What follows belongs to an exercise in optimizing a design on an open flow for small area, a short achievable clock period and few clock cycles per item; a production flow would make more cautious choices.
Only simulation tests tie the RTL to the original design; equivalence was not proved.
Power and IR drop assume default switching activity.

## flow/run.sh

```bash
#!/bin/bash
# Layout flow: the standard layout (standard.sh), with these changes:
#  - the ports are buffered by sky130_fd_sc_hd__buf_2 cells instead of the
#    default port buffer cell;
#  - the pin placer may put pins on neighbouring tracks (1114 pins need more than
#    the default 2-track spacing leaves on this die).
set -euo pipefail
export BUFFER_PORTS_ARGS="-buffer_cell sky130_fd_sc_hd__buf_2"
export PLACE_PINS_ARGS="-min_distance 1 -min_distance_in_tracks"
bash standard.sh > standard_finish.log 2>&1
```

## standard.sh

```bash
#!/bin/bash
# synth_recipe.tcl (not shown) runs the flow's synth.tcl, then flattens the netlist and writes it again
# the make line also repeats each setting of config.mk as NAME=value (left out here)
make -C /OpenROAD-flow-scripts/flow DESIGN_CONFIG=/design/flow/config.mk WORK_HOME=/design/flow/orfs CLKGATE_MAP_FILE= SYNTH_SCRIPT=/design/flow/synth_recipe.tcl "${@:-finish}"
```

## config.mk

```make
export PLATFORM = sky130hd
export DESIGN_NAME = SelectionSort_custom_SIMD_instruction
export DESIGN_NICKNAME = SelectionSort_custom_SIMD_instruction
export VERILOG_FILES = /design/flow/design.v
export SDC_FILE = /design/flow/constraint.sdc
export NUM_CORES = 4
export LEC_CHECK = 0
export ABC_AREA = 1
export CAP_MARGIN = 20
export CORE_MARGIN = 2
export CORE_UTILIZATION = 35
export CTS_CLUSTER_DIAMETER = 100
export CTS_CLUSTER_SIZE = 30
export PLACE_DENSITY = 0.45
export SETUP_SLACK_MARGIN = 2.4
export SLEW_MARGIN = 20
```

## constraint.sdc

```tcl
create_clock -name core_clock -period 4.5 [get_ports {clk}]
set_input_delay 0.9000 -clock core_clock [delete_from_list [all_inputs] [get_ports {clk}]]
set_output_delay 0.9000 -clock core_clock [all_outputs]
set_load 0.01 [all_outputs]
```

## design.v

```verilog
module SelectionSort_custom_SIMD_instruction (clk, reset,
	in_v, rd, vrd1, vrd2,
		in_data, in_vdata1, in_vdata2,
	out_v, out_rd, out_vrd1, out_vrd2,
		out_data, out_vdata1, out_vdata2);
	input clk, reset;
	input in_v;
	input [4:0] rd;
	input [2:0] vrd1, vrd2;
	input [32-1:0] in_data;
	input [256-1:0] in_vdata1, in_vdata2;
	output out_v;
	output [4:0] out_rd;
	output [2:0] out_vrd1, out_vrd2;
	output [32-1:0] out_data;
	output [256-1:0] out_vdata1, out_vdata2;
	function [1:0] gp_tree;   
		input [31:0] a, b;
		input integer w;
		reg [31:0] g, p;
		integer n, k;
		begin
			g = a & ~b;
			p = a | ~b;
			for (n = 32; n > 1; n = n / 2)
				if (n <= w)
					for (k = 0; k < n / 2; k = k + 1) begin
						g[k] = g[2*k+1] | (p[2*k+1] & g[2*k]);
						p[k] = p[2*k+1] & p[2*k];
					end
			gp_tree = {g[0], p[0]};
		end
	endfunction
	reg v1, v2;
	reg [10:0] t1, t2;
	always @(posedge clk) begin
		if (reset) begin
			v1 <= 1'b0; v2 <= 1'b0;
		end else begin
			v1 <= in_v; v2 <= v1;
		end
		t1 <= {rd, vrd1, vrd2};
		t2 <= t1;
	end
	assign out_v = v2;
	assign {out_rd, out_vrd1, out_vrd2} = t2;
	assign out_data = 32'd0;
	assign out_vdata2 = {256{1'b0}};
	integer i, j, k;
	reg [7:0] g [0:7];
	reg [1:0] gp;
	always @* begin
		for (i = 0; i < 8; i = i + 1)
			for (j = 0; j < 8; j = j + 1)
				if (i < j) begin
					gp = gp_tree(in_vdata1[32*i +: 32], in_vdata1[32*j +: 32], 32);
					g[i][j] = gp[1];
				end else
					g[i][j] = 1'b0;
	end
	reg [6:0] prec [0:7];
	always @* begin
		for (i = 0; i < 8; i = i + 1)
			for (j = 0; j < 8; j = j + 1)
				if (j < i)
					prec[i][j] = ~g[j][i];
				else if (j > i)
					prec[i][j-1] = g[i][j];
	end
	reg [3:0] ea [0:7];
	reg [4:0] eb [0:7];
	reg [2:0] ba;
	reg [3:0] bb;
	always @(posedge clk) begin
		for (i = 0; i < 8; i = i + 1) begin
			ba = prec[i][2:0];
			bb = prec[i][6:3];
			ea[i] <= {ba[0] & ba[1] & ba[2],
			          (ba[0] & ba[1] & ~ba[2]) | (ba[0] & ~ba[1] & ba[2]) | (~ba[0] & ba[1] & ba[2]),
			          (ba[0] & ~ba[1] & ~ba[2]) | (~ba[0] & ba[1] & ~ba[2]) | (~ba[0] & ~ba[1] & ba[2]),
			          ~ba[0] & ~ba[1] & ~ba[2]};
			eb[i] <= {bb[0] & bb[1] & bb[2] & bb[3],
			          ((bb[0] ^ bb[1]) & bb[2] & bb[3]) | (bb[0] & bb[1] & (bb[2] ^ bb[3])),
			          (bb[0] & bb[1] & ~bb[2] & ~bb[3]) | (~bb[0] & ~bb[1] & bb[2] & bb[3]) | ((bb[0] ^ bb[1]) & (bb[2] ^ bb[3])),
			          ((bb[0] ^ bb[1]) & ~bb[2] & ~bb[3]) | (~bb[0] & ~bb[1] & (bb[2] ^ bb[3])),
			          ~bb[0] & ~bb[1] & ~bb[2] & ~bb[3]};
		end
	end
	reg [255:0] d1;
	always @(posedge clk) d1 <= in_vdata1;
	reg [7:0] rank1h [0:7];
	integer a, b;
	always @* begin
		for (i = 0; i < 8; i = i + 1) begin
			rank1h[i] = 8'd0;
			for (a = 0; a < 4; a = a + 1)
				for (b = 0; b < 5; b = b + 1)
					rank1h[i][a+b] = rank1h[i][a+b] | (ea[i][a] & eb[i][b]);
		end
	end
	reg [255:0] sel_out, dout;
	integer p;
	always @* begin
		sel_out = 256'd0;
		for (p = 0; p < 8; p = p + 1)
			for (i = 0; i < 8; i = i + 1)
				sel_out[32*p +: 32] = sel_out[32*p +: 32] | (d1[32*i +: 32] & {32{rank1h[i][p]}});
	end
	always @(posedge clk) dout <= sel_out;
	assign out_vdata1 = dout;
endmodule
```

==> impl_metrics.prom <==
# TYPE chip_impl_metric gauge
chip_impl_info{name="run_status",value="finished clean"} 1
chip_impl_info{name="path_class_of_the_lowest_slack_min_delay_path",value="in2reg"} 1
chip_impl_metric{name="antenna_violations_before_repair",unit=""} 25
chip_impl_metric{name="globalRouteOverflowTotal",unit=""} 0
chip_impl_info{name="yosysTopAreaCell",value="dfxtp_1"} 1
chip_impl_metric{name="post-route-period-util",unit="%"} 52.2
chip_impl_info{name="hold_start",value="vrd1[0]"} 1
chip_impl_info{name="r2r-end",value="dout[38]"} 1
chip_impl_metric{name="crit_fanout",unit=""} 8
chip_impl_metric{name="final-setup-viol-count",unit=""} 0
chip_impl_metric{name="area_delta_synth_final",unit="%"} 28.1
chip_impl_metric{name="cts-root-to-sink-buffers",unit=""} 3
chip_impl_info{name="synth_common_cells",value="1554 x nand2_1, 699 x inv_1, 641 x o22ai_1"} 1
chip_impl_metric{name="final.fill_count",unit=""} 12800
chip_impl_metric{name="cts.sinks",unit=""} 608
chip_impl_metric{name="finalInstanceArea",unit="sq um"} 54700
chip_impl_info{name="critPathKind",value="in2reg"} 1
chip_impl_metric{name="final.min_clock_period",unit="ps"} 2350
chip_impl_metric{name="drt_first_pass_iters",unit=""} 13
chip_impl_metric{name="first_global_vias",unit=""} 49000
chip_impl_metric{name="nets",unit=""} 7891
chip_impl_metric{name="vdd_ir_drop_max",unit="uV"} 365
chip_impl_metric{name="detail_route.iter0.violations",unit=""} 9720
chip_impl_info{name="yosys_most_used_dff",value="dfxtp_1"} 1
chip_impl_info{name="slowest_stage",value="nand4_1"} 1
chip_impl_metric{name="worst_slew_pin_slew",unit="ps"} 985
chip_impl_metric{name="timing_hold_violations_final",unit=""} 0
chip_impl_metric{name="final.setup.tns",unit="ps"} 0
chip_impl_metric{name="power.clock.fraction",unit="%"} 15.1
chip_impl_metric{name="pin_count",unit=""} 1114
chip_impl_info{name="startpoint_type",value="input pin"} 1
chip_impl_metric{name="p_int",unit="W"} 0.0120
chip_impl_metric{name="portBuffers",unit=""} 537
chip_impl_metric{name="synthesis.area_per_instance",unit="sq um"} 6.38
chip_impl_metric{name="synth_largest_type_area_fraction",unit="%"} 28.5
chip_impl_metric{name="synth-edff-count",unit=""} 0
chip_impl_metric{name="rows",unit=""} 128
chip_impl_metric{name="fmaxAchievable",unit="GHz"} 0.426
chip_impl_metric{name="cts.reportedPaths.clkPinSlew",unit="ps"} 120
chip_impl_info{name="yosys-top-cells-area",value="dfxtp_1 29%, nand2_1 14%, o22ai_1 9.4%"} 1
chip_impl_metric{name="ys_warn_count",unit=""} 6
chip_impl_metric{name="finalClockSkew",unit="ps"} 38.5
chip_impl_metric{name="synth_seq_area_share",unit="%"} 28.5
chip_impl_info{name="worstPathCellList",value="buf_12 -> clkinvlp_4 -> buf_6 -> nand2_4 -> o211ai_1 -> a21oi_2 -> nand4_1 -> nor2_4 -> nand2_2 -> nand2_4 -> nand3_2 -> nand3_2"} 1
chip_impl_metric{name="yosys_register_bits",unit=""} 608
chip_impl_metric{name="antenna_violating_nets_post_route",unit=""} 0
chip_impl_metric{name="postCtsHoldBufs",unit=""} 0
chip_impl_metric{name="route.detailed.drc",unit=""} 0
chip_impl_metric{name="pin_count_of_the_biggest_net_entering_global_routing",unit=""} 33
chip_impl_metric{name="finalNonFillerCells",unit=""} 8986
chip_impl_metric{name="avgRoutedWirePerCell",unit="microns"} 33.0
chip_impl_metric{name="pwr-share-comb",unit="%"} 54.1
chip_impl_metric{name="power.leakage",unit="nW"} 24.3
chip_impl_metric{name="power.density_cell_area",unit="nW/um^2"} 438
chip_impl_metric{name="start_util",unit="%"} 35.2
chip_impl_metric{name="mappedNetlistArea",unit="sq um"} 42700
chip_impl_metric{name="final-max-slew-violation-count",unit=""} 0
chip_impl_metric{name="slew_headroom",unit="%"} 34.2
chip_impl_info{name="critical_path.endpoint_type",value="flop"} 1
chip_impl_metric{name="viasPerCell",unit=""} 6.34
chip_impl_metric{name="worst_hold_path.num_cells",unit=""} 1
chip_impl_metric{name="synthesis.instances",unit=""} 6695
chip_impl_metric{name="maxCapViolations",unit=""} 0
chip_impl_info{name="cts.root.buffer_cell",value="clkbuf_16"} 1
chip_impl_info{name="r2r-start",value="ea[1][0]"} 1
chip_impl_metric{name="async_flop_share",unit="%"} 0
chip_impl_metric{name="h-tree-depth",unit=""} 1
chip_impl_metric{name="critPathMaxStageDelay",unit="ps"} 500
chip_impl_metric{name="p_switching",unit="W"} 0.0119
chip_impl_metric{name="r2r_setup_slack",unit="ps"} 2220
chip_impl_metric{name="cp.arrival",unit="ps"} 3000
chip_impl_metric{name="die_area",unit="sq um"} 125000
chip_impl_metric{name="post_route_cells_drive_above_1_share",unit="%"} 26.5
chip_impl_metric{name="worst-r2r-cell-count",unit=""} 8
chip_impl_info{name="yosys.cell_count.top_type",value="nand2_1"} 1
chip_impl_metric{name="floorplan.die.width",unit="microns"} 353
chip_impl_metric{name="placedInstanceArea",unit="sq um"} 46300
chip_impl_metric{name="synth_cell_type_count",unit=""} 51
chip_impl_metric{name="grtUsageTotal",unit="%"} 44.3
chip_impl_metric{name="post-place-cells",unit=""} 8608
chip_impl_info{name="unrepaired_setup_endpoints_after_global_routing",value="yes"} 1
chip_impl_metric{name="utilization",unit="%"} 45.1
chip_impl_metric{name="coreArea",unit="sq um"} 121000
chip_impl_metric{name="critical_path_required",unit="ps"} 5150
chip_impl_info{name="cts_tree",value="done"} 1
chip_impl_metric{name="final_power",unit="W"} 0.0239
chip_impl_metric{name="power.share.switching",unit="%"} 49.9
chip_impl_metric{name="chipHeight",unit="microns"} 353
chip_impl_metric{name="p_seq_share",unit="%"} 30.8
chip_impl_metric{name="wirelength",unit="microns"} 296000
chip_impl_metric{name="detailed_place_hpwl",unit="microns"} 206000
chip_impl_metric{name="clk-insertion-delay-late",unit="ps"} 700
chip_impl_metric{name="via_count",unit=""} 57000
chip_impl_metric{name="cts-buffers-inserted",unit=""} 31
chip_impl_info{name="worst_hold_path.endpoint",value="t1[3]"} 1
chip_impl_metric{name="global_placement_routability_congestion",unit=""} 1.04
chip_impl_metric{name="grt_pass1_wl",unit="microns"} 395000
## worst max-delay path by stage
stage	start	to	depth (start not counted)
6_report	in_vdata1[55]	ea[2][1]	12
5_1_grt	in_vdata1[55]	ea[2][1]	12
4_1_cts	ea[3][2]	dout[121]	7
3_5_place_dp	in_vdata1[84]	eb[2][2]	10
3_3_place_gp	in_vdata1[84]	eb[2][2]	10
2_1_floorplan	in_vdata1[159]	eb[5][2]	17
## power groups by stage
stage	Combinational [W]	Sequential, W	Clock, W
floorplan	0.00483	0.00745	0
global placement	0.0102	0.00734	0
detailed placement	0.0102	0.00735	0
CTS	0.0111	0.00732	0.00365
global route	0.0129	0.00744	0.00382
finish	0.0129	0.00738	0.00362
## layout make-up
class	instances	area, sq um	share of cell area [%]
clock buffers	33	803	1.47
flip-flops and latches	608	12300	22.5
repair buffers	940	7460	13.6
multi-input cells	4925	28000	51.2
diodes	25	62.6	0.114
inverters	810	3680	6.73
clock inverters	17	299	0.547
repair inverters	3	25.0	0.0458
well taps	1625	2030	3.72
## registers in the layout, summed over array words and instances (netlist names)
| signal | cells |
|---|---|
| d1 | 256 |
| dout | 256 |
| ea | 32 |
| eb | 40 |
| t1 | 11 |
| t2 | 11 |
| v1 | 1 |
| v2 | 1 |
## per-layer routing
layer,global-route usage [%],share of wire [%],vias up
met1,57.5,39,26800
met4,24.3,7.8,27
li1,-,-,23900
met5,2.30,0.25,-
met2,60.3,38,5013
met3,19.6,15,1271
## what timing repair did
item	in CTS	in global routing
endpoints found under the setup margin	360	250
buffers inserted	159	137
gates resized for setup	688	629
gates cloned	4	3
pin swaps	141	248
## cell families (layout without fill, tap and decap cells)
logic type,after synthesis,after routing,share of synthesized area [%]
simple gates,2622,2623,25.0
compound gates,1998,2000,30.1
buf+inv,1452,1803,16.0
flops,608,608,28.5
fa+ha+maj,14,14,0.410
other cells,1,313,0.00878
## through the flow
| step | hold slack [ps] | setup WS, ps |
|---|---|---|
| floorplan | 310 | 2200 |
| global placement | 310 | 957 |
| detailed placement | 312 | 976 |
| CTS | 279 | 2170 |
| global route | 289 | 2140 |
| finish | 295 | 2150 |
## critical path, delay by kind of cell
kind / cells / cell delay, ps
and+or+nand+nor: 7 / 1290
AOI/OAI and AO/OA: 2 / 360
buffers and inverters: 3 / 430
## layout by cell type (no fill, tap or decap), types with 20 or more instances in the layout
| master | instances |
|---|---|
| a21oi_4 | 36 |
| inv_4 | 62 |
| nand3_2 | 55 |
| inv_2 | 106 |
| diode_2 | 25 |
| a21oi_2 | 20 |
| o2111ai_1 | 72 |
| a31oi_1 | 57 |
| o21ai_1 | 116 |
| clkinvlp_4 | 63 |
| nand2_1 | 1315 |
| dfxtp_2 | 62 |
| a22oi_1 | 51 |
| dfxtp_1 | 530 |
| buf_6 | 113 |
| o211ai_1 | 73 |
| nor2_1 | 493 |
| nand2_2 | 161 |
| o22ai_1 | 630 |
| nand2_4 | 100 |
| o221ai_1 | 81 |
| nor2_4 | 41 |
| buf_12 | 58 |
| buf_4 | 359 |
| inv_1 | 538 |
| clkbuf_4 | 45 |
| a21oi_1 | 302 |
| nand3b_1 | 24 |
| conb_1 | 288 |
| clkbuf_16 | 31 |
| nand3_1 | 317 |
| buf_2 | 350 |
| nor2_2 | 54 |
| o21ai_0 | 286 |
| a221oi_1 | 172 |
Testbench counts, summed over its fixed seeds: cycles 32,008, vectors 32,000.

-- port drivers added, routing unchanged --
How much do the figures lean on ideal ports? The routed layout below was timed once more, with nothing changed but the port constraints.
Step 1: set_driving_cell puts a clkbuf_16 on clk and a buf_2 on each other input, an assumption about the parent block.
Step 2 also shifts input and output timing later by t, the mid clock arrival at the registers, as if the neighbouring blocks saw the same clock.
Three values: no drivers, after step 1, after step 2; two values: the first two.
t, ns: 0.760
slack for setup (ns): 2.152 / 2.165 / 1.405
hold slack, ns: 0.295 / 0.242 / 0.336
After both steps this run still meets setup and hold. For this run, drivers alone change the setup slack by +0.013 ns; drivers and shift together by -0.747 ns.
